This design comes from an exercise in tuning for small area, a short achievable clock period and few clock cycles per item on the open sky130 flow, not from production work.
At most, simulation tests tie the RTL to the original design; equivalence was not proved.
The RTL of runs 4 and 7 was laid out without a check of its function.
Power and IR drop assume default switching activity.

### flow/design.v
module JAM (
input CLK,
input RST,
output reg [2:0] W,
output reg [2:0] J,
input [6:0] Cost,
output [3:0] MatchCount,
output reg [9:0] MinCost,
output reg Valid );
localparam K_NONE = 3'd0, K_CR = 3'd1, K_INIT = 3'd2, K_H = 3'd3, K_SCAN = 3'd4, K_EXT = 3'd5;
localparam S_CR = 0, S_WCR = 1, S_INIT = 2, S_WROW = 3, S_HB = 4, S_SCAN = 5,
           S_EXT = 6, S_WEXT = 7, S_RY = 8, S_RYW = 9, S_RYW2 = 10, S_DONE = 11;
function [3:0] mul16;
    input [3:0] a, b;
    reg [7:0] t;
    begin
        t = a * b;
        mul16 = t[3:0];
    end
endfunction
function [7:0] lowbit;
    input [7:0] x;
    integer m;
    reg seen;
    begin
        seen = 1'b0;
        for (m = 0; m < 8; m = m + 1) begin
            lowbit[m] = x[m] & ~seen;
            seen = seen | x[m];
        end
    end
endfunction
function [2:0] low3;
    input [7:0] x;
    integer m;
    begin
        low3 = 3'd0;
        for (m = 7; m >= 0; m = m - 1)
            if (x[m]) low3 = m;
    end
endfunction
reg [11:0] st;
reg [2:0] ak;           
reg       afirst, alast;
reg [7:0] off;          
reg [9:0] corr;         
reg       fsc;          
reg [2:0] bk;           
reg       ev;           
reg       accf, dfd;    
reg [7:0] rowasg;       
reg       aug_on;
reg       s1v;
reg [7:0] vo;           
reg [2:0] bi, bj;
reg       bfirst, blast;
reg [8:0] cs;           
reg [7:0] dA, dB;       
reg [7:0] v [0:7];      
reg [7:0] d [0:7];      
reg [2:0] prow [0:7];   
reg [7:0] pval;         
reg [2:0] way [0:7];    
reg [7:0] wset;         
reg [7:0] ready;
reg [7:0] rv; reg rtb; reg [2:0] rj; reg [7:0] rmask; reg [3:0] rcnt;
reg [7:0] mu; reg [2:0] jst; reg jst_m;
reg [2:0] cbj;           
reg       fresh;        
reg [2:0] row_cur, aug_row, aug_j;
reg [7:0] pend;
reg [7:0] Fm;           
reg [3:0] rs [0:7];     
reg [7:0] Gp, Xg, B, cr, cu;
reg       fin, par;
reg [3:0] racc;
assign MatchCount = racc;
wire is_cr = bk == K_CR, is_init = bk == K_INIT, is_scan = bk == K_SCAN, is_ext = bk == K_EXT;
wire       ctb = is_cr ? (rowasg[bi] || (accf && !rtb && rj == bi)) : is_ext ? 1'b0 : pval[bj];
wire       lt = cs < {1'b0, dB};
wire       k1 = {cs, ctb} < {1'b0, rv, rtb};
wire       k2 = {dB, ctb} < {rv, rtb};
wire       take = bfirst || (is_scan && !lt ? k2 : k1);
wire [7:0] cv = is_scan && !lt ? dB : cs[7:0];
wire [7:0] fv = take ? cv : rv;
wire       ftb = take ? ctb : rtb;
wire [2:0] cidx = is_cr ? bi : bj;
wire [2:0] fidx = take ? cidx : rj;
wire [7:0] ohj = 8'd1 << bj;
wire       ceq = cs[7:0] == rv;
wire [7:0] fmask = (bfirst || k1) ? ohj : ceq ? (rmask | ohj) : rmask;
wire [3:0] fcnt = (bfirst || k1) ? 4'd1 : ceq ? rcnt + 4'd1 : rcnt;
wire       decide = ev && st[S_WROW];
wire       dec_free = decide && !jst_m;
wire       dec_exp = decide && jst_m;
wire       start_next = (ev && st[S_WCR]) || dec_free;
wire [7:0] rowasg_f = rowasg | ((accf && !rtb) ? (8'd1 << rj) : 8'd0);
wire       any_todo = ~rowasg_f != 8'd0;
reg  [2:0] next_row;
integer k;
always @* begin
    next_row = 3'd0;
    for (k = 7; k >= 0; k = k - 1)
        if (!rowasg_f[k]) next_row = k;
end
reg  [7:0] vv, dv;
always @* begin
    vv = 8'd0; dv = 8'd0;
    for (k = 0; k < 8; k = k + 1) begin
        vv = vv | (v[k] & {8{vo[k]}});
        dv = dv | (d[k] & {8{vo[k]}});
    end
end
wire [9:0] vx = {{2{vv[7]}}, vv};
wire       rdy = (ready & vo) != 8'd0;
wire [9:0] cnew = rdy ? -{2'b00, mu} : (st[S_WROW] && jst_m) ? {2'b00, mu} : 10'd0;
wire [9:0] ceff = fsc ? {cs[8], cs} : corr;
wire [7:0] pend_n = pend & ~vo;
wire       slast = pend_n == 8'd0;
wire [7:0] pend_0 = ~ready & ~vo;    
wire [2:0] vo_e = {vo[4] | vo[5] | vo[6] | vo[7], vo[2] | vo[3] | vo[6] | vo[7], vo[1] | vo[3] | vo[5] | vo[7]};
wire [7:0] vo_r = {vo[6:0], vo[7]};
wire [7:0] Gc = ~Fm;
wire [7:0] u0c = lowbit(Gc);
wire [7:0] G1 = Gc & ~u0c;
wire [7:0] Bn = (B - Gp) & Gp;
reg  [7:0] tcol;        
always @* begin
    for (k = 0; k < 8; k = k + 1)
        tcol[k] = (d[k] & cr) != 8'd0;
end
wire       cin = (Xg & cr) != 8'd0;    
reg [15:0] pp0, pp1;
reg       pv1, par1;
reg [3:0] ra [0:7];
reg [3:0] rb [0:7];
always @* begin
    for (k = 0; k < 8; k = k + 1) begin
        ra[k] = rs[k];
        rb[k] = rs[k] - {3'b000, cu[k]};
    end
end
always @(posedge CLK) begin
    pp0 <= {mul16(ra[0], ra[1]), mul16(ra[2], ra[3]), mul16(ra[4], ra[5]), mul16(ra[6], ra[7])};
    pp1 <= {mul16(rb[0], rb[1]), mul16(rb[2], rb[3]), mul16(rb[4], rb[5]), mul16(rb[6], rb[7])};
end
wire [3:0] prod0 = mul16(mul16(pp0[15:12], pp0[11:8]), mul16(pp0[7:4], pp0[3:0]));
wire [3:0] prod1 = mul16(mul16(pp1[15:12], pp1[11:8]), mul16(pp1[7:4], pp1[3:0]));
reg  [3:0] q0, q1;
reg        par2, s2v;
always @(posedge CLK) begin
    q0 <= prod0; q1 <= pv1 ? prod1 : 4'd0; par2 <= par1;
end
wire [3:0] tsum = par2 ? q1 - q0 : q0 - q1;
always @(posedge CLK or posedge RST) begin
    if (RST) begin
        st <= 12'd1 << S_CR; W <= 3'd0; J <= 3'd0; ak <= K_CR; afirst <= 1'b1; alast <= 1'b0;
        off <= 8'd0; corr <= 10'd0; bk <= K_NONE; ev <= 1'b0; accf <= 1'b0; dfd <= 1'b0;
        rowasg <= 8'd0; aug_on <= 1'b0; s1v <= 1'b0; s2v <= 1'b0; Valid <= 1'b0; MinCost <= 10'd0; vo <= 8'd1;
    end else begin
        bk <= ak;
        ev <= blast && ((is_cr && bj == 3'd7) || is_init || is_scan || (is_ext && bi == 3'd7));
        if (blast && (is_init || is_scan)) vo <= ftb ? (8'd1 << fidx) : 8'd1;
        accf <= blast && is_cr;
        dfd <= dec_free;
        if (accf || dfd) MinCost <= MinCost + {2'b00, rv};
        if (accf && !rtb) rowasg[rj] <= 1'b1;
        if (dec_free) aug_on <= 1'b1;
        else if (aug_on) aug_on <= wset[aug_j];
        s1v <= st[S_RY];
        s2v <= s1v;
        off <= vv; corr <= cnew;
            if (st[S_CR]) begin
                if (W == 3'd7 && J == 3'd7) begin
                    st <= 12'd1 << S_WCR; ak <= K_NONE;
                end else begin
                    W <= W + 3'd1; if (W == 3'd7) J <= J + 3'd1;
                    ak <= K_CR; afirst <= W == 3'd7; alast <= W == 3'd6;
                end
                off <= 8'd0; corr <= 10'd0;
            end
            if (st[S_INIT]) begin
                J <= vo_e; vo <= vo_r;
                ak <= K_INIT; afirst <= 1'b0; alast <= vo[7];
                if (vo[7]) st <= 12'd1 << S_WROW;
            end
            if (st[S_SCAN]) begin
                J <= vo_e; vo <= slast ? 8'd1 : lowbit(pend_n);
                ak <= K_SCAN; afirst <= ak == K_H; alast <= slast;
                corr <= ceff;
                if (slast) st <= 12'd1 << S_WROW;
            end
            if (st[S_EXT]) begin
                if (W == 3'd7 && J == 3'd7) begin
                    st <= 12'd1 << S_WEXT; ak <= K_NONE;
                end else begin
                    J <= vo_e; vo <= vo_r; if (J == 3'd7) W <= W + 3'd1;
                    ak <= K_EXT; afirst <= J == 3'd7; alast <= J == 3'd6;
                end
            end
            if (st[S_WCR] || st[S_WROW]) begin
                ak <= K_NONE;
                if (dec_exp) begin
                    W <= prow[jst]; J <= jst; ak <= K_H; afirst <= 1'b0; alast <= 1'b0;
                    vo <= lowbit(pend_0); st <= 12'd1 << S_SCAN;
                end
            end
            if (st[S_WEXT]) begin
                ak <= K_NONE;
                if (ev) st <= 12'd1 << S_RY;
            end
            if (st[S_RY]) if (fin) st <= 12'd1 << S_RYW;
            if (st[S_RYW]) st <= 12'd1 << S_RYW2;
            if (st[S_RYW2]) begin Valid <= 1'b1; st <= 12'd1 << S_DONE; end
        if (start_next) begin
            J <= 3'd0; vo <= 8'd2; afirst <= 1'b1; alast <= 1'b0;
            if (any_todo) begin
                rowasg[next_row] <= 1'b1; W <= next_row; ak <= K_INIT; st <= 12'd1 << S_INIT;
            end else begin
                W <= 3'd0; ak <= K_EXT; st <= 12'd1 << S_EXT;
            end
        end
    end
end
always @(posedge CLK) begin
    dA <= dv;
    cs <= {3'b000, Cost} - {{2{off[7]}}, off} - ceff;
    fsc <= st[S_SCAN] && ak == K_H;
    dB <= dA;
    bi <= W; bj <= J; bfirst <= afirst; blast <= alast;
    if (ak == K_INIT || ak == K_EXT || ak == K_H) v[J] <= off + corr[7:0];
    if (is_cr || is_init || is_scan || is_ext) begin
        rv <= fv; rtb <= ftb; rj <= fidx; rmask <= fmask; rcnt <= fcnt;
    end
    if (is_init) d[bj] <= cs[7:0];
    if (is_scan && lt) begin
        d[bj] <= cs[7:0]; way[bj] <= jst; wset[bj] <= 1'b1;
    end
    if (blast && (is_init || is_scan)) begin
        mu <= fv; jst <= fidx; jst_m <= ftb;
    end
    if (blast && is_cr) cbj <= bj;
    if (accf) begin
        v[cbj] <= rv; prow[cbj] <= rj; pval[cbj] <= ~rtb;
    end
    if (blast && is_ext) begin
        d[bi] <= fmask; rs[bi] <= fcnt;
        if (fcnt == 4'd1) Fm <= Fm | fmask;
    end
    if (st[S_CR]) begin
        ready <= 8'd0; Fm <= 8'd0;
    end
    if ((st[S_INIT] || st[S_EXT]) && vo[7]) ready <= 8'd0;
    if (decide) fresh <= 1'b0;
    if (decide && fresh) wset <= 8'd0;
    if (dec_exp) begin
        ready[jst] <= 1'b1;
        pend <= pend_0;
    end
    if (st[S_SCAN]) pend <= pend_n;
    if (start_next) begin
        fresh <= 1'b1;
        if (any_todo) row_cur <= next_row;
    end
    if (dec_free) begin
        pval[jst] <= 1'b1; aug_j <= jst; aug_row <= row_cur;
    end else if (aug_on) begin
        prow[aug_j] <= wset[aug_j] ? prow[way[aug_j]] : aug_row;
        aug_j <= way[aug_j];
    end
    if (st[S_WEXT]) begin
        Gp <= G1; Xg <= G1; B <= lowbit(G1); cr <= lowbit(G1); fin <= G1 == 8'd0;
        for (k = 0; k < 8; k = k + 1) cu[k] <= (d[k] & u0c) != 8'd0;
        pv1 <= u0c != 8'd0; par <= 1'b0; racc <= 4'd0;
    end
    if (st[S_RY]) begin
        par1 <= par;
        if (!fin) begin
            for (k = 0; k < 8; k = k + 1)
                if (tcol[k]) rs[k] <= rs[k] + {cin, cin, cin, 1'b1};
            Xg <= Xg ^ cr; par <= !par;
            B <= Bn; cr <= lowbit(Bn); fin <= Bn == 8'd0;
        end
    end
    if (s2v) racc <= racc + tsum;
end
endmodule
### flow/run.sh
#!/bin/bash
# synth_recipe.tcl (not shown) runs the flow's synth.tcl, then flattens the netlist and writes it again
# the make line also repeats each setting of config.mk as NAME=value (left out here)
make -C /OpenROAD-flow-scripts/flow DESIGN_CONFIG=/design/flow/config.mk WORK_HOME=/design/flow/orfs CLKGATE_MAP_FILE= SYNTH_SCRIPT=/design/flow/synth_recipe.tcl finish
### flow/config.mk
export PLATFORM = sky130hd
export DESIGN_NAME = JAM
export DESIGN_NICKNAME = JAM
export VERILOG_FILES = /design/flow/design.v
export SDC_FILE = /design/flow/constraint.sdc
export NUM_CORES = 4
export LEC_CHECK = 0
export CAP_MARGIN = 20
export CORE_MARGIN = 2
export CORE_UTILIZATION = 70
export CTS_BUF_LIST = sky130_fd_sc_hd__clkbuf_4
export SETUP_SLACK_MARGIN = 2.2
export SLEW_MARGIN = 20
### flow/constraint.sdc
create_clock -name core_clock -period 5.0 [get_ports {CLK}]
set_input_delay 1.0000 -clock core_clock [delete_from_list [all_inputs] [get_ports {CLK}]]
set_output_delay 1.0000 -clock core_clock [all_outputs]
set_load 0.01 [all_outputs]
==> summary.txt, run 1 <==
Floorplanning
  – Die W: about 200 µm
  – Number of core rows: 73
  – Die area: just over 40000 µm²
  – Chip height: about 200 µm
  – Core Box Area: 39500 µm²
  – Initial core utilization: 0.704
  – Ports: 30

Power
  – Worst vdd ir: approximately 0.25 mV
  – Leak pwr: 0.0125 µW
  – PwrDens: 261 nW/µm²

Setup path
  – FF-to-FF Start: pp1[2]
  – CP top delay family: adder cells
  – Buf+Inv Stages, Crit Path: 0
  – Crit. End Element: register
  – CP max FO: 2
  – CP max-delay cell: dfxtp_1
  – Crit path cell chain: and2_4, ha_4, ha_4, ha_4, and3_4, ha_4, ha_4, ha_4, xor2_1, xnor2_1, xnor2_1, nor3_1, and3b_1
  – CP required: 5.79 ns
  – Crit Path Category: reg2reg
  – CP Launch Type: register
  – Max incr delay on CP: approximately 0.33 ns
  – CP most frequent cell: ha_4
  – Worst setup startpoint: pp1[2]
  – Critical Path AT: 3.72 ns

Min path
  – Hold_sp: dA[7]
  – Hold crit path type: reg2reg

Yosys
  – Most used DFF post-synth: edfxtp_1
  – Synth top area cells: edfxtp_1 31%, dfxtp_1 10%, ha_1 8.7%
  – Mapped Area: 27900 µm²
  – Mean post-synth cell area: 10.2 µm²
  – #FFs+latches synth: 498
  – Yosys top cell by area: edfxtp_1
  – Synth top area share: 0.307
  – Synthesized Nets: 2948
  – Synthesis Warnings: 3
  – EDFF count, synth: 285
  – Netlist cell types: 86
  – Syn Inst Count: 2726
  – Post-synth ARST share: 0.149
  – Seq/Total Area, Yosys: 0.474

Timing
  – Pins Over Slew Limit: 0
  – Worst-Margin Slew: 1.04 ns
  – Final min period: 2.93 ns
  – Max Clk Rate: 341 MHz
  – Unrepaired setup endpoints after global routing: yes
  – Fin. Hold Viols: 0
  – Final setup fails: 0
  – Worst clock skew: 0.0527 ns
  – Setup TNS: 0 ns
  – Final period util: 0.587
  – Slew HR: 0.296

Cells and area
  – Final Util: 0.807
  – Most common cell after layout, fill and taps aside: nand2_1
  – Commonest cells after routing, fill and taps aside: 301 x nand2_1, 285 x edfxtp_1, 223 x nor2_1, 204 x clkbuf_4, 162 x ha_1
  – Fin nets: 3106
  – P&R area growth vs syn: 14.6%
  – Share of layout cells above drive strength 1: 0.189

Status
  – Status: no timing/DRC/antenna violations

Routing
  – DR vias/cell: 6.67
  – Initial DRC count: 2705
  – Routed vias: ~23k
  – Final WL: between 80000 and 90000 µm
  – Antenna viol nets, final: 0
  – Avg WL per Cell: 24.3 µm
  – # DRC: 0
  – 1st-pass router iterations: 6

Clock tree
  – Clock latency on the worst-skew pair: 0.90 ns
  – CTS tree: done
  – H-tree levels: 4
  – Clock transition at path regs: 0.07 ns
  – Clock Sinks: roughly 500
  – Total CTS buffers: 133
  – Root Buffer: clkbuf_4
  – Clk buf depth: 3

Global routing
  – All-layer global routing usage: 0.402
  – Congestion Overflow GR: 0
  – Initial antenna violation count: 4
  – Vias in the first global route: 23.1k
  – Largest net degree at the start of global routing: 42
  – First-pass GRT wire length: 127000 µm

Placement
  – HPWL after DPL: between 50000 and 60000 µm
  – Final RePlAce weighted congestion: 0.996
  – IO buf count: 29

Flow run
  – Max_cap viols: 0
==> Yosys cell counts (38+ instances only) <==
library cell	n
inv_1	127
xor2_1	57
o21ai_0	150
dfrtp_1	70
clkbuf_1	98
mux2i_1	39
nor2_1	232
and2_1	49
dfxtp_1	139
edfxtp_1	285
nor3_1	38
nand3_1	51
a22oi_1	110
ha_1	193
a21oi_1	160
nor2b_1	44
xnor2_1	111
nand2_1	302
==> per-layer routing <==
layer / part of all wire / track usage
met2: 0.48 / 0.655
met4: 0.063 / 0.247
met1: 0.36 / 0.489
met3: 0.10 / 0.0885
met5: 0.00023 / 0
==> registers in the layout (all words and copies together) (netlist names), 9 cells and up, named ones only <==
name	flops
d	64
v	64
rs	32
prow	24
way	24
pp0	16
pp1	16
MinCost	10
st	10
corr	9
cs	9
==> power by group <==
group	total [µW]	internal (µW)	leakage [µW]	switching, µW
Clock	3790	1980	0.00104	1810
Sequential	4340	4330	0.00457	14.8
Combinational	208	73.2	0.00693	135
==> per-stage QoR <==
stage	hold WS (ns)	worst slack, ns	power (µW)	std cells	area, µm²
after floorplan	0.310	1.98	4540	2726	27900
after global placement	0.318	1.40	4590	3188	28600
after detailed placement	0.312	1.37	4600	3188	28600
after CTS	0.339	2.09	8300	3473	31100
after global routing	0.351	1.99	8590	3519	31900
final	0.342	2.07	8340	3521	31900
==> layout make-up <==
cell class | instances | area [µm²]
clock buffer | 204 | 1530
fill | 2460 | 7640
timing repair buffer | 139 | 1110
sequential | 498 | 13300
tap | 525 | 657
clock inverter | 40 | 256
antenna | 3 | 7.51
multi-input combinational | 1983 | 14600
inverter | 129 | 500
==> path summary, 6_finish.rpt <==
check | end | slack (ns) | cells past startpoint
worst max register to register | q1[3] | 2.07 | 13
min in group asynchronous | off[2] | 0.44 | 2
worst min register to register | dB[7] | 0.34 | 0
worst max-delay path | q1[3] | 2.07 | 13
max in group asynchronous | st[0] | 3.46 | 4
worst min-delay path | dB[7] | 0.34 | 0
==> cell families (layout without fill, tap and decap cells) <==
group | after synthesis | after routing | synth area share
and+or+nand+nor | 849 | 849 | 0.142
xor gates and xnor gates | 169 | 169 | 0.0536
muxes | 80 | 80 | 0.0387
DFF | 498 | 498 | 0.474
other | 0 | 3 | 0
buffers and inverters | 246 | 512 | 0.0343
AOI/OAI and AO/OA | 670 | 671 | 0.157
adders and majority gates | 214 | 214 | 0.101
==> what timing repair did <==
| item | 4_1_cts | 5_1_grt |
|---|---|---|
| setup buffers | 41 | 43 |
| pin swaps | 27 | 47 |
| resized for setup | 123 | 93 |
| setup endpoints to repair | 289 | 277 |
| hold endpoints to repair | 0 | 0 |
| cloned | 0 | 1 |
| hold buffers | 0 | 0 |
Testbench counts, summed over its fixed seeds: cycles 5,819, items 24.
==> run 2, diff against run 1 <==
--- a/flow/config.mk
+++ b/flow/config.mk
@@ -7,7 +7,6 @@
 export LEC_CHECK = 0
 export CAP_MARGIN = 20
 export CORE_MARGIN = 2
-export CORE_UTILIZATION = 70
-export CTS_BUF_LIST = sky130_fd_sc_hd__clkbuf_4
+export CORE_UTILIZATION = 80
 export SETUP_SLACK_MARGIN = 2.2
 export SLEW_MARGIN = 20
==> run 2 against run 1 <==
The run now fails in global routing (5_1_grt). Area after synthesis did not move. Synthesized cell count did not move.
==> summary.txt, run 2 <==
Yosys
  – Most frequent cell after synthesis: nand2_1
  – Synthesis Warnings: 3 (unchanged)
  – Synthesized Nets: 2948 (unchanged)
  – Synth top area cells: edfxtp_1 31%, dfxtp_1 10%, ha_1 8.7%
  – Synth top area share: 0.307 (unchanged)
  – Yosys top cell by area: edfxtp_1
  – Most used DFF post-synth: edfxtp_1
  – Mean post-synth cell area: 10.2 µm² (unchanged)
  – Seq/Total Area, Yosys: 0.474 (unchanged)
  – Netlist cell types: 86 (unchanged)
  – Syn Inst Count: 2726 (unchanged)
  – EDFF count, synth: 285 (unchanged)
  – Commonest cells post-synth: 302 x nand2_1, 285 x edfxtp_1, 232 x nor2_1
  – Mapped Area: 27900 µm² (unchanged)
  – Post-synth ARST share: 0.149 (unchanged)
  – #FFs+latches synth: 498 (unchanged)

Global routing
  – Congestion Overflow GR: 380
  – All-layer global routing usage: 0.899
  – Largest net degree at the start of global routing: 36

Clock tree
  – Total CTS buffers: 50 (-62%)
  – Root Buffer: clkbuf_16
  – H-tree levels: 2 (-2)
  – CTS Hold Bufs: 0 (unchanged)
  – Clock Sinks: 498 (unchanged)
  – Clk buf depth: 3 (unchanged)

Status
  – Last step reached: global routing (5_1_grt)
  – Log Error: [ERROR GRT-0232] Routing congestion too high. Check the congestion heatmap in the GUI.
  – Status: did not finish

Floorplanning
  – Initial core utilization: 0.808 (+0.104)
  – Chip height: 191 µm (-6.3%)
  – Number of core rows: 68 (-6.8%)
  – Ports: 30 (unchanged)
  – Die W: 191 µm (-6.3%)

Timing
  – GRT worst endpoint: q0[3]$_DFF_P_/D
  – Worst End Pin Type: register data pin

Placement
  – IO buf count: 29 (unchanged)
  – DP Area: 28500 µm² (-0.31%)
  – HPWL after DPL: 60400 µm (+3.7%)
  – Final RePlAce weighted congestion: 1.04 (+4.4%)
## run 2: cell counts after synthesis
Identical to the previous run, type by type.
## run 2: power by group through the flow
stage	combinational, µW	sequential, µW	clock, µW
4_1_cts	191	4350	4290
3_5_place_dp	164	4430	0
3_3_place_gp	152	4430	0
2_1_floorplan	114	4430	0
## run 2: how the worst min path moves through the flow
stage           from    end  slack, ns  depth (start not counted)
3_3_place_gp   dA[0]  dB[0]       0.32                          0
3_5_place_dp   dA[4]  dB[4]       0.32                          0
2_1_floorplan  dA[0]  dB[0]       0.31                          0
4_1_cts        dA[2]  dB[2]       0.34                          0
## run 2: per-layer routing
| layer | GRT overflow | track usage |
|---|---|---|
| met5 | 2 | 0.604 |
| met4 | 142 | 0.921 |
| met3 | 36 | 0.809 |
| met2 | 183 | 0.996 |
| met1 | 17 | 0.890 |
## run 2: per-stage QoR
step / hold WS [ns] / worst slack [ns] / cells
CTS: 0.339 / 1.99 / 3254
detailed placement: 0.316 / 1.26 / 3118
global placement: 0.317 / 1.43 / 3118
floorplan: 0.310 / 1.98 / 2726
## run 2: kinds of logic after synthesis
kind of cell / after synthesis / synth area share
AOI/OAI and AO/OA: 670 / 0.157
xor gates and xnor gates: 169 / 0.0536
adders and majority gates: 214 / 0.101
buffers and inverters: 246 / 0.0343
DFF: 498 / 0.474
muxes: 80 / 0.0387
and+or+nand+nor: 849 / 0.142
## run 2: repair_timing
item | 4_1_cts
pin swaps | 30
endpoints found under the setup margin | 295
resized for setup | 126
cloned | 1
setup buffers | 42
hold endpoints to repair | 0
==> run 3, diff against run 2 <==
--- a/flow/config.mk
+++ b/flow/config.mk
@@ -7,6 +7,6 @@
 export LEC_CHECK = 0
 export CAP_MARGIN = 20
 export CORE_MARGIN = 2
-export CORE_UTILIZATION = 80
+export CORE_UTILIZATION = 75
 export SETUP_SLACK_MARGIN = 2.2
 export SLEW_MARGIN = 20
==> run 3 against run 2 <==
The run now finishes clean. Area after synthesis is the same. Synthesized cell count is the same.
==> summary.txt, run 3 <==
Clock tree
  – CTS Hold Bufs: 0 (unchanged)
  – Root Buffer: clkbuf_16
  – Clk buf depth: 3 (unchanged)
  – H-tree levels: 2 (unchanged)
  – Total CTS buffers: 50 (unchanged)
  – Clock transition at path regs: 0.07 ns
  – Clock Sinks: 498 (unchanged)
  – Clock latency on the worst-skew pair: 0.63 ns
  – CTS tree: done

Setup path
  – CP top delay family: XOR/XNOR gates
  – CP max-delay cell: xnor2_1
  – Worst path depth: 8
  – CP Launch Type: register
  – Critical Path AT: 3.67 ns
  – FF-to-FF Start: rs[0][1]
  – Crit Path Category: reg2reg
  – CP required: 5.47 ns
  – Worst r2r dst: pp0[15]
  – Register-to-Register Path Depth: 8
  – R2r setup slk: 1.80 ns
  – Max incr delay on CP: a little over 0.8 ns
  – Crit. End Element: register
  – Buf+Inv Stages, Crit Path: 1
  – Crit path cell chain: inv_1, nor2_1, ha_1, ha_1, ha_1, xnor2_1, xnor2_1, xnor2_1
  – Worst setup startpoint: rs[0][1]
  – CP max FO: 5

Yosys
  – Synthesis Warnings: 3 (unchanged)
  – Netlist cell types: 86 (unchanged)
  – Synth top area share: 0.307 (unchanged)
  – Seq/Total Area, Yosys: 0.474 (unchanged)
  – #FFs+latches synth: 498 (unchanged)
  – Mean post-synth cell area: 10.2 µm² (unchanged)
  – Syn Inst Count: 2726 (unchanged)
  – EDFF count, synth: 285 (unchanged)
  – Commonest cells post-synth: 302 x nand2_1, 285 x edfxtp_1, 232 x nor2_1
  – Post-synth ARST share: 0.149 (unchanged)
  – Synth top area cells: edfxtp_1 31%, dfxtp_1 10%, ha_1 8.7%
  – Synthesized Nets: 2948 (unchanged)
  – Most frequent cell after synthesis: nand2_1
  – Yosys top cell by area: edfxtp_1
  – Mapped Area: 27900 µm² (unchanged)
  – Most used DFF post-synth: edfxtp_1

Timing
  – Max Clk Rate: 313 MHz
  – Fin. Hold Viols: 0
  – Final WS setup: 1.80 ns
  – Unrepaired setup endpoints after global routing: yes
  – Setup TNS: 0 ns
  – Pins Over Slew Limit: 0
  – Worst-Margin Slew: 1.35 ns
  – Final period util: 0.640
  – Worst clock skew: 0.0279 ns
  – Slew HR: 0.0984
  – Final setup fails: 0
  – Final min period: around 3.2 ns

Power
  – PwrDens: 276 nW/µm²
  – Worst vdd ir: approximately 0.31 mV
  – Leak pwr: 0.0124 µW

Global routing
  – All-layer global routing usage: 0.455
  – Largest net degree at the start of global routing: 36
  – Initial antenna violation count: 5
  – Vias in the first global route: approximately 24k
  – First-pass GRT wire length: ~130000 µm
  – Congestion Overflow GR: 0

Floorplanning
  – Chip height: 197 µm (+3.2%)
  – Die area: 38700 µm²
  – Die W: 197 µm (+3.2%)
  – Initial core utilization: 0.761 (-0.0475)
  – Core Box Area: 36600 µm²
  – Ports: 30 (unchanged)
  – Number of core rows: 70 (+2.9%)

Routing
  – 1st-pass router iterations: 9
  – Final WL: about 95000 µm
  – DR vias/cell: 7.37
  – Antenna viol nets, final: 0
  – Routed vias: 24.4k
  – Avg WL per Cell: 28.8 µm
  – # DRC: 0
  – Initial DRC count: roughly 3.6k

Cells and area
  – Most common cell after layout, fill and taps aside: nand2_1
  – Multi-input gate area: 14800 µm²
  – Commonest cells after routing, fill and taps aside: 299 x nand2_1, 285 x edfxtp_1, 222 x nor2_1, 157 x a21oi_1, 152 x ha_1
  – P&R area growth vs syn: 15.5%
  – Top Registers: d (64), v (64), rs (32)
  – Register area: between 10000 and 15000 µm²
  – Share of layout cells above drive strength 1: 0.160
  – Fillers: 1654
  – Non-filler cells, final: around 3.3k
  – Fin nets: 3019

Min path
  – Hold crit path type: reg2reg
  – Hold Path Sink: dB[4]
  – Hold_sp: dA[4]
  – Hold path depth: 0

Placement
  – Final RePlAce weighted congestion: 0.999 (-3.9%)
  – Cell Count Post-Placement: 3136 (+0.58%)
  – Pre-CTS setup slack: 1.36 ns (+0.100 ns)
  – HPWL after DPL: 58000 µm (-4.0%)
  – IO buf count: 29 (unchanged)

Status
  – Status: no timing/DRC/antenna violations

Flow run
  – Max_cap viols: 0
## run 3: cell counts after synthesis
Identical to the previous run, type by type.
## run 3: cell type report
cell class | count | area share
clock inverters | 27 | 0.0111
repair buffers | 134 | 0.0348
inverters | 129 | 0.0155
diodes | 2 | 0.000156
multi-input cells | 1984 | 0.460
clock buffers | 67 | 0.0480
flip-flops and latches | 498 | 0.412
well taps | 468 | 0.0182
## run 3: how the worst max path moves through the flow
stage               slack (ns)      end
floorplan                 1.98    cs[7]
global placement          1.43    cs[7]
detailed placement        1.36    cs[7]
CTS                       2.01    q1[3]
global route              1.85    q1[3]
finish                    1.80  pp0[15]
## run 3: repair_timing
item | in CTS | in global routing
setup buffers | 35 | 40
setup endpoints to repair | 284 | 298
cloned | 0 | 2
resized for setup | 111 | 132
pin swaps | 36 | 56
## run 3: kinds of logic after synthesis
group           after synthesis  share of synthesized area
compound gates              670                      0.157
xor+xnor                    169                     0.0536
fa+ha+maj                   214                      0.101
buf+inv                     246                     0.0343
flops                       498                      0.474
mux                          80                     0.0387
simple gates                849                      0.142
## run 3: where the power goes
part           total [µW]  switching (µW)  internal [µW]
Sequential           4340            14.8           4330
Clock                4340            1750           2590
Combinational         214             139           74.9
## run 3: per-stage QoR
| stage | power, µW | hold slack, ns | util | cell area, µm² |
|---|---|---|---|---|
| after floorplan | 4540 | 0.310 | - | 27900 |
| after global placement | 4590 | 0.327 | 0.780 | 28600 |
| after detailed placement | 4600 | 0.318 | 0.780 | 28600 |
| after CTS | 8780 | 0.333 | 0.852 | 31200 |
| after global routing | 9010 | 0.352 | 0.879 | 32200 |
| final | 8890 | 0.332 | 0.879 | 32200 |
## run 3: metal layers
layer / vias up / GRT usage / routed length [µm]
met4: 10 / 0.318 / 8780
met2: 2125 / 0.735 / 43000
met5: - / 0.00894 / 105
met3: 684 / 0.0986 / 12900
met1: 11500 / 0.547 / 30400
li1: 10100 / - / -
==> run 4, diff against run 3 <==
--- a/flow/design.v
+++ b/flow/design.v
@@ -74,7 +74,7 @@
 reg [7:0] Gp, Xg, B, cr, cu;
 reg       fin, par;
 reg [3:0] racc;
-assign MatchCount = racc;
+assign MatchCount = racc + (s2v ? tsum : 4'd0);
 wire is_cr = bk == K_CR, is_init = bk == K_INIT, is_scan = bk == K_SCAN, is_ext = bk == K_EXT;
 wire       ctb = is_cr ? (rowasg[bi] || (accf && !rtb && rj == bi)) : is_ext ? 1'b0 : pval[bj];
 wire       lt = cs < {1'b0, dB};
@@ -210,8 +210,7 @@
                 if (ev) st <= 12'd1 << S_RY;
             end
             if (st[S_RY]) if (fin) st <= 12'd1 << S_RYW;
-            if (st[S_RYW]) st <= 12'd1 << S_RYW2;
-            if (st[S_RYW2]) begin Valid <= 1'b1; st <= 12'd1 << S_DONE; end
+            if (st[S_RYW]) begin Valid <= 1'b1; st <= 12'd1 << S_DONE; end
         if (start_next) begin
             J <= 3'd0; vo <= 8'd2; afirst <= 1'b1; alast <= 1'b0;
             if (any_todo) begin
--- a/flow/config.mk
+++ b/flow/config.mk
@@ -7,6 +7,6 @@
 export LEC_CHECK = 0
 export CAP_MARGIN = 20
 export CORE_MARGIN = 2
-export CORE_UTILIZATION = 75
-export SETUP_SLACK_MARGIN = 2.2
+export CORE_UTILIZATION = 60
+export SETUP_SLACK_MARGIN = 2.0
 export SLEW_MARGIN = 20
==> run 4 against run 3 <==
Still clean. Clock-buffer cell count shrank 4. Worst hold slack worse by 0.011 ns. Final area decreased by 1.9%. Register-to-register slack better by 0.21 ns. Via count is 12% lower. Sequential power hardly changed. Synthesized cell count decreased by 2.0%. Total power fell by 3.5%. Clock skew is 0.0069 ns higher. Combinational power grew 18%. Critical path depth up 5. Critical path type is now reg2out. Critical endpoint is now MatchCount[3]. Largest cell class unchanged. Highest routed layer unchanged.
==> summary.txt, run 4 <==
Status
  – Status: no timing/DRC/antenna violations

Flow run
  – Max_cap viols: 0 (unchanged)

Setup path
  – CP required: 4.00 ns (-1.47 ns)
  – Crit. End Element: output port
  – FF-to-FF Start: bj[1]
  – Buf+Inv Stages, Crit Path: 4 (+3)
  – R2r setup slk: 2.01 ns (+0.21 ns)
  – Crit Path Category: reg2out
  – Worst setup startpoint: q0[0]
  – Worst r2r dst: mu[4]
  – Crit path cell chain: inv_4, ha_4, inv_4, fa_1, mux2_4, nand2_4, inv_2, ha_4, a21o_1, a21oi_2, xnor2_2, xnor2_1, buf_2
  – CP top delay family: adder cells
  – Worst path depth: 13 (+5)
  – CP Launch Type: register
  – Worst Setup EP: MatchCount[3]
  – Register-to-Register Path Depth: 11 (+3)
  – CP max-delay cell: fa_1
  – Max incr delay on CP: 0.39 ns (-0.44 ns)
  – Critical Path AT: 2.92 ns (-0.75 ns)
  – CP max FO: 2 (-3)

Global routing
  – Largest net degree at the start of global routing: 44 (+22%)
  – Congestion Overflow GR: 0 (unchanged)
  – All-layer global routing usage: 0.329 (-0.127)
  – Vias in the first global route: 21.2k (-11%)
  – First-pass GRT wire length: 121000 µm (-10%)
  – Initial antenna violation count: 1 (-4)

Yosys
  – EDFF count, synth: 285 (unchanged)
  – Syn Inst Count: 2672 (-2.0%)
  – Synth top area share: 0.310 (+0.00249)
  – Mean post-synth cell area: 10.3 µm² (+1.2%)
  – Most used DFF post-synth: edfxtp_1
  – Post-synth ARST share: 0.147 (-0.00171)
  – Mapped Area: 27600 µm² (-0.80%)
  – #FFs+latches synth: 497 (-0.20%)
  – Synthesized Nets: 2899 (-1.7%)
  – Synth top area cells: edfxtp_1 31%, dfxtp_1 10%, ha_1 8.9%
  – Most frequent cell after synthesis: nand2_1
  – Netlist cell types: 81 (-5.8%)
  – Commonest cells post-synth: 293 x nand2_1, 285 x edfxtp_1, 235 x nor2_1
  – Yosys top cell by area: edfxtp_1
  – Seq/Total Area, Yosys: 0.477 (+0.00293)
  – Synthesis Warnings: 3 (unchanged)

Timing
  – Final setup fails: 0 (unchanged)
  – Slew HR: 0.244 (+0.145)
  – Fin. Hold Viols: 0 (unchanged)
  – Worst clock skew: 0.0348 ns (+0.00686 ns)
  – Max Clk Rate: 255 MHz (-18%)
  – Worst-Margin Slew: 1.13 ns (-0.223 ns)
  – Final period util: 0.784 (+0.144)
  – Setup TNS: 0 ns (unchanged)
  – Unrepaired setup endpoints after global routing: yes
  – Pins Over Slew Limit: 0 (unchanged)
  – Final min period: 3.92 ns (+0.719 ns)

Routing
  – 1st-pass router iterations: 7 (-2)
  – # DRC: 0 (unchanged)
  – Final WL: 78500 µm (-18%)
  – DR top layer: met5
  – Wire length on met1: 31300 µm (+3.0%)
  – Routed wire length on met2: 38300 µm (-11%)
  – Routed vias: 21.3k (-12%)
  – Initial DRC count: 2043 (-43%)
  – DR vias/cell: 6.32 (-14%)
  – Avg WL per Cell: 23.3 µm (-19%)
  – Antenna viol nets, final: 0 (unchanged)
  – Met3 WL post-DR: 5240 µm (-59%)

Cells and area
  – Most common cell after layout, fill and taps aside: nand2_1
  – Commonest cells after routing, fill and taps aside: 291 x nand2_1, 285 x edfxtp_1, 223 x nor2_1, 177 x ha_1, 156 x a21oi_1
  – Fin nets: 2961 (-1.9%)
  – Final Util: 0.695 (-0.184)
  – Top Registers: d (64), v (64), rs (32)
  – Antenna diodes: 0 (-2)
  – Multi-input gate area: 14300 µm² (-3.4%)
  – Register area: 13200 µm² (-0.28%)
  – P&R area growth vs syn: 14.2%
  – Fillers: 3437 (+110%)
  – Share of layout cells above drive strength 1: 0.144 (-0.0165)

Clock tree
  – H-tree levels: 2 (unchanged)
  – Clock Sinks: 497 (-0.20%)
  – Clock transition at path regs: 0.06 ns (about the same)
  – CTS tree: done
  – Total CTS buffers: 52 (+4.0%)
  – CTS Hold Bufs: 0 (unchanged)
  – Clock latency on the worst-skew pair: 0.62 ns (about the same)
  – Root Buffer: clkbuf_16
  – Clk buf depth: 3 (unchanged)

Floorplanning
  – Die area: 47800 µm² (+23%)
  – Chip height: 219 µm (+11%)
  – Core Box Area: 45400 µm² (+24%)
  – Ports: 30 (unchanged)
  – Die W: 219 µm (+11%)
  – Initial core utilization: 0.609 (-0.152)
  – Number of core rows: 78 (+11%)

Min path
  – Hold crit path type: reg2reg

Placement
  – HPWL after DPL: 55300 µm (-4.6%)
  – Final RePlAce weighted congestion: 0.937 (-6.2%)
  – IO buf count: 29 (unchanged)

Power
  – Worst vdd ir: 0.425 mV (+35%)
  – PwrDens: 272 nW/µm² (-1.6%)
  – Leak pwr: 0.0121 µW (-2.0%)
-- run 4: changes by cell type after synthesis, sizes merged, moves of 8 or more --
cell,delta
o21ai,-21
a22oi,-17
mux2,+17
mux2i,+15
nand3,-15
a221oi,+14
a31oi,+11
nand4,-11
nor3,-10
xnor2,+10
a41oi,-9
nand2,-9
o21bai,+8
-- run 4: metal layers --
layer	vias to the layer above	track usage
li1	9779	-
met1	10400	0.419
met2	928	0.560
met3	239	0.0429
met4	2	0.146
met5	-	0
-- run 4: kinds of logic after synthesis --
group	synth area share
xor+xnor	0.0580
simple gates	0.132
buf+inv	0.0330
fa+ha+maj	0.104
flops	0.477
mux	0.0457
compound gates	0.151
-- run 4: area by class of cell --
type	instances	area share
inverters	126	0.0154
flip-flops and latches	497	0.419
multi-input cells	1939	0.454
clock inverters	33	0.0108
clock buffers	63	0.0439
repair buffers	117	0.0334
repair inverters	1	0.000159
well taps	600	0.0238
-- run 4: stage by stage --
| step | hold slack, ns | cells | worst slack (ns) | power, µW | cell area, µm² |
|---|---|---|---|---|---|
| 3_5_place_dp | 0.315 | 3213 | 1.18 | 4600 | 28400 |
| 5_1_grt | 0.334 | 3376 | 0.991 | 8770 | 31600 |
| 2_1_floorplan | 0.310 | 2672 | 1.77 | 4540 | 27700 |
| 4_1_cts | 0.325 | 3345 | 1.01 | 8580 | 31000 |
| 6_report | 0.322 | 3376 | 1.08 | 8580 | 31600 |
| 3_3_place_gp | 0.333 | 3213 | 1.20 | 4590 | 28400 |
-- run 4: report_power, final --
part	internal [µW]	switching [µW]	total (µW)
Combinational	111	142	253
Sequential	4320	16.9	4340
Clock	2290	1700	3990
-- run 4: how the worst min path moves through the flow --
stage	startpoint	to	slack (ns)	cells past startpoint
floorplan	dA[0]	dB[0]	0.31	0
global route	dA[1]	dB[1]	0.33	0
global placement	dA[1]	dB[1]	0.33	0
finish	dA[1]	dB[1]	0.32	0
CTS	dA[1]	dB[1]	0.32	0
detailed placement	dA[1]	dB[1]	0.31	0
-- run 4: timing repair --
action	in CTS	in global routing
endpoints found under the setup margin	262	208
pin swaps	35	31
resized for setup	126	76
cloned	2	1
buffers inserted	34	29
==> run 5, diff against run 4 <==
--- a/flow/design.v
+++ b/flow/design.v
@@ -74,7 +74,7 @@
 reg [7:0] Gp, Xg, B, cr, cu;
 reg       fin, par;
 reg [3:0] racc;
-assign MatchCount = racc + (s2v ? tsum : 4'd0);
+assign MatchCount = racc;
 wire is_cr = bk == K_CR, is_init = bk == K_INIT, is_scan = bk == K_SCAN, is_ext = bk == K_EXT;
 wire       ctb = is_cr ? (rowasg[bi] || (accf && !rtb && rj == bi)) : is_ext ? 1'b0 : pval[bj];
 wire       lt = cs < {1'b0, dB};
@@ -210,7 +210,8 @@
                 if (ev) st <= 12'd1 << S_RY;
             end
             if (st[S_RY]) if (fin) st <= 12'd1 << S_RYW;
-            if (st[S_RYW]) begin Valid <= 1'b1; st <= 12'd1 << S_DONE; end
+            if (st[S_RYW]) st <= 12'd1 << S_RYW2;
+            if (st[S_RYW2]) begin Valid <= 1'b1; st <= 12'd1 << S_DONE; end
         if (start_next) begin
             J <= 3'd0; vo <= 8'd2; afirst <= 1'b1; alast <= 1'b0;
             if (any_todo) begin
==> flow/config.mk (replaced) <==
export PLATFORM = sky130hd
export DESIGN_NAME = JAM
export DESIGN_NICKNAME = JAM
export VERILOG_FILES = /design/flow/design.v
export SDC_FILE = /design/flow/constraint.sdc
export NUM_CORES = 4
export LEC_CHECK = 0
export CAP_MARGIN = 5
export CORE_MARGIN = 2
export CORE_UTILIZATION = 70
export SETUP_SLACK_MARGIN = 2.2
export SLEW_MARGIN = 5
==> run 5 against run 4 <==
Routed wire length up 7.9%. Clock power hardly changed. First-iteration DRC count increased by 35%. Worst hold slack improved by 0.0043 ns. Area after synthesis is 0.81% higher. Clock-buffer cell count increased by 3. Synthesized cell count grew 2.0%. Non-clock buffer count up 14. Clock skew down 0.0091 ns. Via count grew 7.4%.
==> summary.txt, run 5 <==
Placement
  – IO buf count: 29 (unchanged)
  – Final RePlAce weighted congestion: 0.996 (+6.3%)
  – DP Area: 28600 µm² (+0.51%)
  – HPWL after DPL: 58200 µm (+5.2%)
  – Pre-CTS setup slack: 1.37 ns (+0.194 ns)

Yosys
  – Synth top area cells: edfxtp_1 31%, dfxtp_1 10%, ha_1 8.7%
  – Synth top area share: 0.307 (-0.00249)
  – Simple-gate area share of the yosys netlist: 0.142 (+0.0100)
  – Mean post-synth cell area: 10.2 µm² (-1.2%)
  – Main combinational cell family by area after synthesis: compound AO/OA/AOI/OAI gates
  – Synthesis Warnings: 3 (unchanged)
  – Netlist cell types: 86 (+6.2%)
  – Syn Inst Count: 2726 (+2.0%)
  – Most used DFF post-synth: edfxtp_1
  – Post-synthesis compound-gate area fraction: 0.157 (+0.00598)
  – Seq/Total Area, Yosys: 0.474 (-0.00293)
  – Synthesized Nets: 2948 (+1.7%)
  – Yosys top cell by area: edfxtp_1
  – #FFs+latches synth: 498 (+0.20%)
  – Mapped Area: 27900 µm² (+0.81%)
  – Post-synth ARST share: 0.149 (+0.00171)
  – EDFF count, synth: 285 (unchanged)
  – Commonest cells post-synth: 302 x nand2_1, 285 x edfxtp_1, 232 x nor2_1
  – Synth Area in XOR/XNOR: 0.0536 (-0.00437)
  – Adder-cell share of the synthesized area: 0.101 (-0.00300)
  – Most frequent cell after synthesis: nand2_1
  – Mux cell area share after synthesis: 0.0387 (-0.00702)

Global routing
  – Largest net degree at the start of global routing: 42 (-4.5%)
  – All-layer global routing usage: 0.396 (+0.0671)
  – First-pass GRT wire length: 126000 µm (+4.3%)
  – Vias in the first global route: 22.4k (+5.3%)
  – Congestion Overflow GR: 0 (unchanged)
  – Initial antenna violation count: 1 (unchanged)

Routing
  – # DRC: 0 (unchanged)
  – Antenna viol nets, final: 0 (unchanged)
  – DR vias/cell: 6.81 (+7.8%)
  – Avg WL per Cell: 25.2 µm (+8.3%)
  – Initial DRC count: 2763 (+35%)
  – Final WL: 84700 µm (+7.9%)
  – Routed vias: 22.9k (+7.4%)
  – 1st-pass router iterations: 8 (+1)

Cells and area
  – Most common cell after layout, fill and taps aside: nand2_1
  – Fillers: 2365 (-31%)
  – P&R area growth vs syn: 14.6%
  – Fin area: 31900 µm² (+1.2%)
  – Share of layout cells above drive strength 1: 0.150 (+0.00602)
  – Fin nets: 3017 (+1.9%)
  – Top Registers: d (64), v (64), rs (32)
  – Antenna diodes: 0 (unchanged)
  – Commonest cells after routing, fill and taps aside: 301 x nand2_1, 285 x edfxtp_1, 223 x nor2_1, 157 x ha_1, 156 x a21oi_1

Min path
  – Hold crit path type: reg2reg

Setup path
  – Critical Path AT: 3.35 ns (+0.43 ns)
  – FF-to-FF Start: pp1[5]
  – Register-to-Register Path Depth: 13 (+2)
  – CP required: 5.49 ns (+1.49 ns)
  – Worst setup startpoint: pp1[5]
  – Crit. End Element: register
  – Crit Path Category: reg2reg
  – Worst Setup EP: q1[3]
  – R2r setup slk: 2.13 ns (+0.12 ns)
  – CP Launch Type: register
  – CP max FO: 2 (unchanged)
  – Worst r2r dst: q1[3]

Floorplanning
  – Number of core rows: 73 (-6.4%)
  – Chip height: 203 µm (-6.9%)
  – Initial core utilization: 0.704 (+0.0954)
  – Die W: 203 µm (-6.9%)
  – Core Box Area: 39500 µm² (-13%)
  – Die area: 41400 µm² (-13%)
  – Ports: 30 (unchanged)

Clock tree
  – Clk buf depth: 3 (unchanged)
  – Clock Sinks: 498 (+0.20%)
  – Clock latency on the worst-skew pair: 0.61 ns (about the same)
  – CTS tree: done
  – Root Buffer: clkbuf_16
  – CTS Hold Bufs: 0 (unchanged)
  – H-tree levels: 2 (unchanged)
  – Clock transition at path regs: 0.06 ns (about the same)
  – Total CTS buffers: 52 (unchanged)

Timing
  – Worst clock skew: 0.0257 ns (-0.00909 ns)
  – Setup TNS: 0 ns (unchanged)
  – Final WS setup: 2.13 ns (+1.05 ns)
  – Slew HR: 0.186 (-0.0573)
  – Max Clk Rate: 349 MHz (+37%)
  – Unrepaired setup endpoints after global routing: yes
  – Final setup fails: 0 (unchanged)
  – Fin. Hold Viols: 0 (unchanged)
  – Final period util: 0.573 (-0.211)
  – Final min period: 2.87 ns (-1.05 ns)
  – Pins Over Slew Limit: 0 (unchanged)
  – Worst-Margin Slew: 1.22 ns (+0.0857 ns)

Power
  – Worst vdd ir: 0.290 mV (-32%)
  – Power Total: 8530 µW (-0.53%)
  – PwrDens: 267 nW/µm² (-1.7%)
  – Leak pwr: 0.0123 µW (+0.91%)

Flow run
  – Max_cap viols: 0 (unchanged)

Status
  – Status: no timing/DRC/antenna violations
-- run 5: cell count changes in the layout (fill, tap and decap cells not counted), sizes merged, moves of 12 or more --
cell,before,now
mux2i,54,39
nand3,36,51
mux2,39,22
a221oi,28,14
o21ai,162,184
a22oi,93,110
buf,90,102
-- run 5: repair_timing --
item | CTS | global route
gates cloned | 0 | 1
pin swaps | 32 | 58
setup endpoints to repair | 291 | 293
setup buffers | 38 | 39
resized for setup | 100 | 114
-- run 5: worst min path at each step --
stage	start	to	slack [ns]	depth (start not counted)
after floorplan	dA[0]	dB[0]	0.31	0
after global placement	dA[0]	dB[0]	0.32	0
after detailed placement	dA[0]	dB[0]	0.31	0
after CTS	dA[0]	dB[0]	0.34	0
after global routing	dA[7]	dB[7]	0.35	0
final	dA[0]	dB[0]	0.33	0
-- run 5: per-layer routing --
metal  wire [µm]  part of all wire  global-route usage
met3        8160             0.096              0.0674
met4        5640             0.067               0.230
met5           9           0.00011                   0
met2       40200              0.47               0.653
met1       30700              0.36               0.495
-- run 5: cell type report --
type                            instances  area (µm²)  area share
Clock buffer                           66        1410      0.0443
Clock inverter                         31         322      0.0101
Inverter                              129         500      0.0157
Multi-Input combinational cell       1983       14700       0.461
Sequential cell                       498       13200       0.415
Tap cell                              525         657      0.0206
Timing Repair Buffer                  131        1080      0.0337
-- run 5: metrics by stage --
step	util	std cells	hold slack (ns)
6_report	0.807	3363	0.326
5_1_grt	0.807	3363	0.348
4_1_cts	0.785	3323	0.336
3_5_place_dp	0.723	3188	0.312
3_3_place_gp	0.723	3188	0.318
2_1_floorplan	-	2726	0.310
-- run 5: kinds of logic after synthesis --
logic type,Yosys count
buf+inv,246
fa+ha+maj,214
mux,80
flops,498
xor+xnor,169
compound gates,670
simple gates,849
-- run 5: report_power, final --
part | switching (µW) | leakage (µW) | internal (µW) | total, µW
logic | 135 | 0.00683 | 74.7 | 210
registers | 14.9 | 0.00457 | 4330 | 4340
clock network | 1670 | 0.000851 | 2310 | 3980
total | 1820 | 0.0123 | 6710 | 8530
-- run 5: critical path: stages (launching register included) --
cell and delay, ns:
dfxtp_2 0.33, and2_4 0.16, ha_4 0.27, ha_4 0.20, ha_4 0.26, and3_4 0.17, ha_4 0.20, ha_4 0.24
ha_4 0.16, xor2_2 0.14, xnor2_1 0.18, xnor2_1 0.18, o21ai_1 0.10, and3b_1 0.17
Testbench counts of run 5, summed over its fixed seeds: cycles 5,819, items 24.
==> run 6, diff against run 5 <==
--- a/flow/config.mk
+++ b/flow/config.mk
@@ -5,8 +5,8 @@
 export SDC_FILE = /design/flow/constraint.sdc
 export NUM_CORES = 4
 export LEC_CHECK = 0
-export CAP_MARGIN = 5
+export CAP_MARGIN = 10
 export CORE_MARGIN = 2
 export CORE_UTILIZATION = 70
 export SETUP_SLACK_MARGIN = 2.2
-export SLEW_MARGIN = 5
+export SLEW_MARGIN = 10
==> run 6 against run 5 <==
Still clean. Clock power barely moved. Die area did not move. First-iteration DRC count barely moved.
==> summary.txt, run 6 <==
Status
  – Status: no timing/DRC/antenna violations

Setup path
  – Max incr delay on CP: 0.33 ns (about the same)
  – Crit. End Element: register
  – Register-to-Register Path Depth: 13 (unchanged)
  – R2r setup slk: 2.13 ns (about the same)
  – CP most frequent cell: ha_4
  – Worst path depth: 13 (unchanged)
  – Crit path cell chain: and2_4, ha_4, ha_4, ha_4, and3_4, ha_4, ha_4, ha_4, xor2_2, xnor2_1, xnor2_1, o21ai_1, and3b_1
  – Crit Path Category: reg2reg
  – CP top delay family: adder cells
  – Critical Path AT: 3.35 ns (about the same)
  – FF-to-FF Start: pp1[5]
  – CP max FO: 2 (unchanged)
  – CP required: 5.49 ns (about the same)
  – Worst setup startpoint: pp1[5]
  – CP Launch Type: register
  – Buf+Inv Stages, Crit Path: 0 (unchanged)
  – Worst Setup EP: q1[3]
  – Worst r2r dst: q1[3]
  – CP max-delay cell: dfxtp_2

Routing
  – Routed vias: 22.9k (-0.044%)
  – Antenna viol nets, final: 0 (unchanged)
  – 1st-pass router iterations: 8 (unchanged)
  – # DRC: 0 (unchanged)
  – Initial DRC count: 2762 (-0.036%)
  – DR vias/cell: 6.81 (about the same)
  – Avg WL per Cell: 25.2 µm (about the same)
  – Final WL: 84700 µm (about the same)

Placement
  – IO buf count: 29 (unchanged)
  – Cell Count Post-Placement: 3188 (unchanged)
  – Final RePlAce weighted congestion: 0.996 (unchanged)
  – HPWL after DPL: 58200 µm (unchanged)

Global routing
  – First-pass GRT wire length: 126000 µm (unchanged)
  – Initial antenna violation count: 1 (unchanged)
  – Congestion Overflow GR: 0 (unchanged)
  – All-layer global routing usage: 0.396 (unchanged)
  – Vias in the first global route: 22.4k (unchanged)
  – Largest net degree at the start of global routing: 42 (unchanged)

Yosys
  – Post-synth ARST share: 0.149 (unchanged)
  – Commonest cells post-synth: 302 x nand2_1, 285 x edfxtp_1, 232 x nor2_1
  – Simple-gate area share of the yosys netlist: 0.142 (unchanged)
  – Synthesis Warnings: 3 (unchanged)
  – Main combinational cell family by area after synthesis: compound AO/OA/AOI/OAI gates
  – EDFF count, synth: 285 (unchanged)
  – Synth top area cells: edfxtp_1 31%, dfxtp_1 10%, ha_1 8.7%
  – Adder-cell share of the synthesized area: 0.101 (unchanged)
  – Mapped Area: 27900 µm² (unchanged)
  – Synthesized Nets: 2948 (unchanged)
  – Synth Area in XOR/XNOR: 0.0536 (unchanged)
  – #FFs+latches synth: 498 (unchanged)
  – Most used DFF post-synth: edfxtp_1
  – Mux cell area share after synthesis: 0.0387 (unchanged)
  – Syn Inst Count: 2726 (unchanged)
  – Yosys top cell by area: edfxtp_1
  – Mean post-synth cell area: 10.2 µm² (unchanged)
  – Netlist cell types: 86 (unchanged)
  – Post-synthesis compound-gate area fraction: 0.157 (unchanged)
  – Synth top area share: 0.307 (unchanged)
  – Seq/Total Area, Yosys: 0.474 (unchanged)
  – Most frequent cell after synthesis: nand2_1

Cells and area
  – Fin nets: 3017 (unchanged)
  – Most common cell after layout, fill and taps aside: nand2_1
  – Non-filler cells, final: 3363 (unchanged)
  – Share of layout cells above drive strength 1: 0.150 (unchanged)
  – Final Util: 0.807 (about the same)
  – Commonest cells after routing, fill and taps aside: 301 x nand2_1, 285 x edfxtp_1, 223 x nor2_1, 157 x ha_1, 156 x a21oi_1
  – P&R area growth vs syn: 14.6% (about the same)
  – Antenna diodes: 0 (unchanged)
  – Top Registers: d (64), v (64), rs (32)

Clock tree
  – CTS Hold Bufs: 0 (unchanged)
  – Root Buffer: clkbuf_16
  – H-tree levels: 2 (unchanged)
  – Clock latency on the worst-skew pair: 0.61 ns (about the same)
  – CTS tree: done
  – Total CTS buffers: 52 (unchanged)
  – Clock Sinks: 498 (unchanged)
  – Clock transition at path regs: 0.06 ns (about the same)
  – Clk buf depth: 3 (unchanged)

Timing
  – Worst clock skew: 0.0260 ns (+0.000383 ns)
  – Unrepaired setup endpoints after global routing: yes
  – Setup TNS: 0 ns (unchanged)
  – Pins Over Slew Limit: 0 (unchanged)
  – Max Clk Rate: 349 MHz (about the same)
  – Final setup fails: 0 (unchanged)
  – Final period util: 0.573 (about the same)
  – Final min period: 2.87 ns (+0.0000200 ns)
  – Fin. Hold Viols: 0 (unchanged)
  – Slew HR: 0.282 (+0.0957)
  – Worst-Margin Slew: 1.06 ns (-0.152 ns)

Power
  – Worst vdd ir: 0.291 mV (+0.15%)
  – PwrDens: 267 nW/µm² (about the same)
  – Leak pwr: 0.0123 µW (about the same)

Flow run
  – Max_cap viols: 0 (unchanged)

Floorplanning
  – Initial core utilization: 0.704 (unchanged)
  – Number of core rows: 73 (unchanged)
  – Ports: 30 (unchanged)
  – Die W: 203 µm (unchanged)
  – Chip height: 203 µm (unchanged)
  – Core Box Area: 39500 µm² (unchanged)
  – Die area: 41400 µm² (unchanged)

Min path
  – Hold path depth: 0 (unchanged)
  – Hold crit path type: reg2reg
## run 6: cell count changes in the layout (fill, tap and decap cells not counted)
cell | previous run | this run
nor2b_2 | 3 | 2
nor2b_4 | 4 | 5
## run 6: timing repair
action                                  4_1_cts  5_1_grt
pin swaps                                    32       58
cloned                                        0        1
gates resized for setup                     100      114
buffers inserted                             38       39
endpoints found under the setup margin      291      293
## run 6: cell families (layout without fill, tap and decap cells)
group | count (synthesis) | in the layout
AOI/OAI and AO/OA | 670 | 671
DFF | 498 | 498
and+or+nand+nor | 849 | 849
xor gates and xnor gates | 169 | 169
adders and majority gates | 214 | 214
muxes | 80 | 80
buffers and inverters | 246 | 357
## run 6: per-layer routing
| metal | track usage | wire [µm] | vias up |
|---|---|---|---|
| li1 | - | - | 10100 |
| met1 | 0.495 | 30700 | 11000 |
| met2 | 0.653 | 40200 | 1455 |
| met3 | 0.0674 | 8130 | 340 |
| met4 | 0.230 | 5610 | 2 |
| met5 | 0 | 9 | - |
## run 6: through the flow
step / setup WS [ns] / power, µW / hold WS, ns / area [µm²]
6_report: 2.13 / 8530 / 0.325 / 31900
5_1_grt: 2.02 / 8720 / 0.348 / 31900
4_1_cts: 2.11 / 8510 / 0.336 / 31000
3_5_place_dp: 1.37 / 4600 / 0.312 / 28600
3_3_place_gp: 1.40 / 4590 / 0.318 / 28600
2_1_floorplan: 1.98 / 4540 / 0.310 / 27900
## run 6: final cells by class
class / instances / area [µm²]
clock inverters: 31 / 322
repair buffers: 131 / 1080
flip-flops and latches: 498 / 13200
clock buffers: 66 / 1410
fillers: 2365 / 7620
well taps: 525 / 657
multi-input cells: 1983 / 14700
inverters: 129 / 500
## run 6: worst min-delay path by stage
stage	end	startpoint	slack, ns
2_1_floorplan	dB[0]	dA[0]	0.31
5_1_grt	dB[7]	dA[7]	0.35
6_report	dB[0]	dA[0]	0.33
3_3_place_gp	dB[0]	dA[0]	0.32
4_1_cts	dB[0]	dA[0]	0.34
3_5_place_dp	dB[0]	dA[0]	0.31
## run 6: where the power goes
group	leakage (µW)	internal (µW)	switching (µW)	total [µW]
Clock	0.000851	2310	1670	3980
Sequential	0.00457	4330	14.9	4340
Combinational	0.00683	74.7	135	210
Total	0.0123	6710	1820	8530
==> run 7, diff against run 6 <==
--- a/flow/design.v
+++ b/flow/design.v
@@ -47,6 +47,7 @@
 reg       fsc;          
 reg [2:0] bk;           
 reg       ev;           
+reg       extd;         
 reg       accf, dfd;    
 reg [7:0] rowasg;       
 reg       aug_on;
@@ -65,6 +66,7 @@
 reg [7:0] ready;
 reg [7:0] rv; reg rtb; reg [2:0] rj; reg [7:0] rmask; reg [3:0] rcnt;
 reg [7:0] mu; reg [2:0] jst; reg jst_m;
+reg [2:0] bid;           
 reg [2:0] cbj;           
 reg       fresh;        
 reg [2:0] row_cur, aug_row, aug_j;
@@ -87,6 +89,8 @@
 wire [2:0] cidx = is_cr ? bi : bj;
 wire [2:0] fidx = take ? cidx : rj;
 wire [7:0] ohj = 8'd1 << bj;
+wire [7:0] ohc = 8'd1 << cidx;
+wire [7:0] ohr = 8'd1 << rj;
 wire       ceq = cs[7:0] == rv;
 wire [7:0] fmask = (bfirst || k1) ? ohj : ceq ? (rmask | ohj) : rmask;
 wire [3:0] fcnt = (bfirst || k1) ? 4'd1 : ceq ? rcnt + 4'd1 : rcnt;
@@ -155,12 +159,13 @@
 always @(posedge CLK or posedge RST) begin
     if (RST) begin
         st <= 12'd1 << S_CR; W <= 3'd0; J <= 3'd0; ak <= K_CR; afirst <= 1'b1; alast <= 1'b0;
-        off <= 8'd0; corr <= 10'd0; bk <= K_NONE; ev <= 1'b0; accf <= 1'b0; dfd <= 1'b0;
+        off <= 8'd0; corr <= 10'd0; bk <= K_NONE; ev <= 1'b0; accf <= 1'b0; dfd <= 1'b0; extd <= 1'b0;
         rowasg <= 8'd0; aug_on <= 1'b0; s1v <= 1'b0; s2v <= 1'b0; Valid <= 1'b0; MinCost <= 10'd0; vo <= 8'd1;
     end else begin
         bk <= ak;
-        ev <= blast && ((is_cr && bj == 3'd7) || is_init || is_scan || (is_ext && bi == 3'd7));
-        if (blast && (is_init || is_scan)) vo <= ftb ? (8'd1 << fidx) : 8'd1;
+        ev <= (blast && ((is_cr && bj == 3'd7) || is_init || is_scan)) || (extd && bid == 3'd7);
+        extd <= blast && is_ext;
+        if (blast && (is_init || is_scan)) vo <= take ? (ctb ? ohc : 8'd1) : (rtb ? ohr : 8'd1);
         accf <= blast && is_cr;
         dfd <= dec_free;
         if (accf || dfd) MinCost <= MinCost + {2'b00, rv};
@@ -243,9 +248,10 @@
     if (accf) begin
         v[cbj] <= rv; prow[cbj] <= rj; pval[cbj] <= ~rtb;
     end
-    if (blast && is_ext) begin
-        d[bi] <= fmask; rs[bi] <= fcnt;
-        if (fcnt == 4'd1) Fm <= Fm | fmask;
+    if (blast && is_ext) bid <= bi;
+    if (extd) begin
+        d[bid] <= rmask; rs[bid] <= rcnt;
+        if (rcnt == 4'd1) Fm <= Fm | rmask;
     end
     if (st[S_CR]) begin
         ready <= 8'd0; Fm <= 8'd0;
==> flow/config.mk (replaced) <==
export PLATFORM = sky130hd
export DESIGN_NAME = JAM
export DESIGN_NICKNAME = JAM
export VERILOG_FILES = /design/flow/design.v
export SDC_FILE = /design/flow/constraint.sdc
export NUM_CORES = 4
export LEC_CHECK = 0
export CAP_MARGIN = 20
export CORE_MARGIN = 2
export CORE_UTILIZATION = 70
export SETUP_SLACK_MARGIN = 2.0
export SLEW_MARGIN = 20
==> run 7 against run 6 <==
Die area is 1.5% higher. Sequential cell count is 4 higher. Utilization is 1.8 points lower. First-iteration DRC count is 5.3% lower. Sequential power is 0.9% higher. Critical path type unchanged. Largest power group unchanged. Critical path depth is 10 lower. Still clean on timing, DRC and antenna. Combinational power is 6% higher. Sequential share of layout area is 0.94 points higher. Total power is 1.2% higher. Worst hold slack better by 0.0010 ns.
==> summary.txt, run 7 <==
Setup path
  – Worst Setup EP: rs[5][3]
  – R2r setup slk: 2.02 ns (-0.11 ns)
  – CP required: 5.36 ns (-0.13 ns)
  – Worst r2r dst: rs[5][3]
  – Crit Path Category: reg2reg
  – Worst path depth: 3 (-10)
  – CP max FO: 19 (+17)
  – CP max-delay cell: a41oi_1
  – Buf+Inv Stages, Crit Path: 0 (unchanged)
  – Crit path cell chain: nand2b_1, a41oi_1, mux2_2
  – CP Launch Type: register
  – Max incr delay on CP: 0.90 ns (+0.57 ns)

Routing
  – Initial DRC count: 2615 (-5.3%)
  – Routed vias: 22.3k (-2.6%)
  – Final WL: 81100 µm (-4.3%)
  – Met3 WL post-DR: 7530 µm (-7.5%)
  – # DRC: 0 (unchanged)
  – DR vias/cell: 6.71 (-1.5%)
  – Antenna viol nets, final: 0 (unchanged)
  – DR top layer: met4
  – Avg WL per Cell: 24.4 µm (-3.1%)
  – Routed wire length on met2: 38700 µm (-3.7%)

Power
  – Worst vdd ir: 0.393 mV (+35%)
  – PwrDens: 274 nW/µm² (+2.7%)
  – Leak pwr: 0.0121 µW (-0.97%)
  – Power Total: 8630 µW (+1.2%)

Global routing
  – First-pass GRT wire length: 123000 µm (-2.2%)
  – All-layer global routing usage: 0.385 (-0.0104)
  – Largest net degree at the start of global routing: 33 (-21%)
  – Congestion Overflow GR: 0 (unchanged)
  – Vias in the first global route: 21.8k (-2.7%)

Min path
  – Hold path depth: 0 (unchanged)

Floorplanning
  – Die area: 42000 µm² (+1.5%)
  – Ports: 30 (unchanged)
  – Number of core rows: 73 (unchanged)
  – Die W: 205 µm (+0.73%)
  – Chip height: 205 µm (+0.73%)

Cells and area
  – Top Registers: d (64), v (64), rs (32)
  – Share of layout cells above drive strength 1: 0.127 (-0.0232)
  – Multi-input gate area: 14300 µm² (-2.5%)
  – Commonest cells after routing, fill and taps aside: 303 x nand2_1, 288 x edfxtp_1, 227 x nor2_1, 190 x ha_1, 154 x a21oi_1
  – Fin nets: 2980 (-1.2%)
  – Most common cell after layout, fill and taps aside: nand2_1
  – Non-filler cells, final: 3323 (-1.2%)
  – Final Util: 0.790 (-0.0175)
  – Fillers: 2465 (+4.2%)

Yosys
  – Most used DFF post-synth: edfxtp_1
  – Synth top area share: 0.306 (-0.00133)
  – Mapped Area: 28300 µm² (+1.5%)
  – Commonest cells post-synth: 303 x nand2_1, 288 x edfxtp_1, 230 x nor2_1
  – Yosys top cell by area: edfxtp_1
  – Post-synth ARST share: 0.149 (+0.000808)
  – Netlist cell types: 82 (-4.7%)
  – Mean post-synth cell area: 10.4 µm² (+1.5%)
  – EDFF count, synth: 288 (+1.1%)
  – Synthesis Warnings: 3 (unchanged)

Status
  – Status: no timing/DRC/antenna violations

Timing
  – Final setup fails: 0 (unchanged)
  – Final min period: 2.98 ns (+0.110 ns)
  – Worst clock skew: 0.0215 ns (-0.00457 ns)
  – Worst-Margin Slew: 1.14 ns (+0.0814 ns)
  – Pins Over Slew Limit: 0 (unchanged)
  – Unrepaired setup endpoints after global routing: yes
  – Setup TNS: 0 ns (unchanged)

Placement
  – Cell Count Post-Placement: 3186 (-0.063%)
  – IO buf count: 29 (unchanged)
  – Pre-CTS setup slack: 1.37 ns (-0.000590 ns)

Clock tree
  – Clock latency on the worst-skew pair: 0.62 ns (about the same)
  – CTS tree: done
  – Clk buf depth: 3 (unchanged)
  – CTS Hold Bufs: 0 (unchanged)
==> run 7: changes by cell type after synthesis, sizes merged, moves of 8 or more <==
cell,delta
mux2,+77
o21ai,-19
nand3,-17
xnor2,+17
inv,-13
mux2i,+12
xor2,-12
o2bb2ai,-10
a21oi,-8
buf,+8
nand4b,+8
==> run 7: final cells by class <==
type                       instances  share of cell area
inverter                         117              0.0140
clock buffer                      74              0.0475
multi-input combinational       1980               0.456
sequential                       502               0.424
clock inverter                    19             0.00831
tap                              525              0.0209
antenna                            1           0.0000796
timing repair buffer             105              0.0287
==> run 7: routing by layer <==
metal / global-route usage / vias up
li1: - / 9922
met1: 0.479 / 10700
met2: 0.640 / 1323
met3: 0.0730 / 324
met4: 0.206 / 0
met5: 0 / -
==> run 7: per-stage QoR <==
stage                     hold slack, ns  cell area [µm²]
after floorplan                    0.310            28300
after global placement             0.316            29000
after detailed placement           0.316            29000
after CTS                          0.330            31000
after global routing               0.340            31400
final                              0.327            31500
==> run 7: repair_timing <==
action / CTS / global route
pin swaps: 9 / 13
buffers inserted: 18 / 24
resized for setup: 38 / 46
gates cloned: 1 / 0
setup endpoints to repair: 141 / 150
==> run 7: worst min-delay path by stage <==
stage	startpoint	to	slack [ns]
global route	dA[0]	dB[0]	0.34
global placement	dA[3]	dB[3]	0.32
finish	dA[0]	dB[0]	0.33
detailed placement	dA[4]	dB[4]	0.32
floorplan	dA[0]	dB[0]	0.31
CTS	dA[4]	dB[4]	0.33
==> run 7: cell families after synthesis <==
kind of cell / after synthesis / synth area share
buffers and inverters: 246 / 0.0335
AND/OR/NAND/NOR: 815 / 0.133
XOR/XNOR: 173 / 0.0536
AO/OA/AOI/OAI: 609 / 0.138
multiplexers: 166 / 0.0708
flip-flops: 502 / 0.471
adder cells (fa/ha/maj): 216 / 0.101
==> run 7: power breakdown <==
part | switching, µW | internal (µW) | leakage (µW)
combinational | 119 | 103 | 0.00666
clock | 1650 | 2380 | 0.000867
sequential | 20.4 | 4360 | 0.00461
total | 1790 | 6850 | 0.0121

Setup slack of run 7, layout unchanged: 2.024 ns with ideal ports, 2.024 ns with driving cells assumed (clock clkbuf_16, inputs buf_2), 1.547 ns with port delays also shifted by the 0.668 ns mid clock arrival.
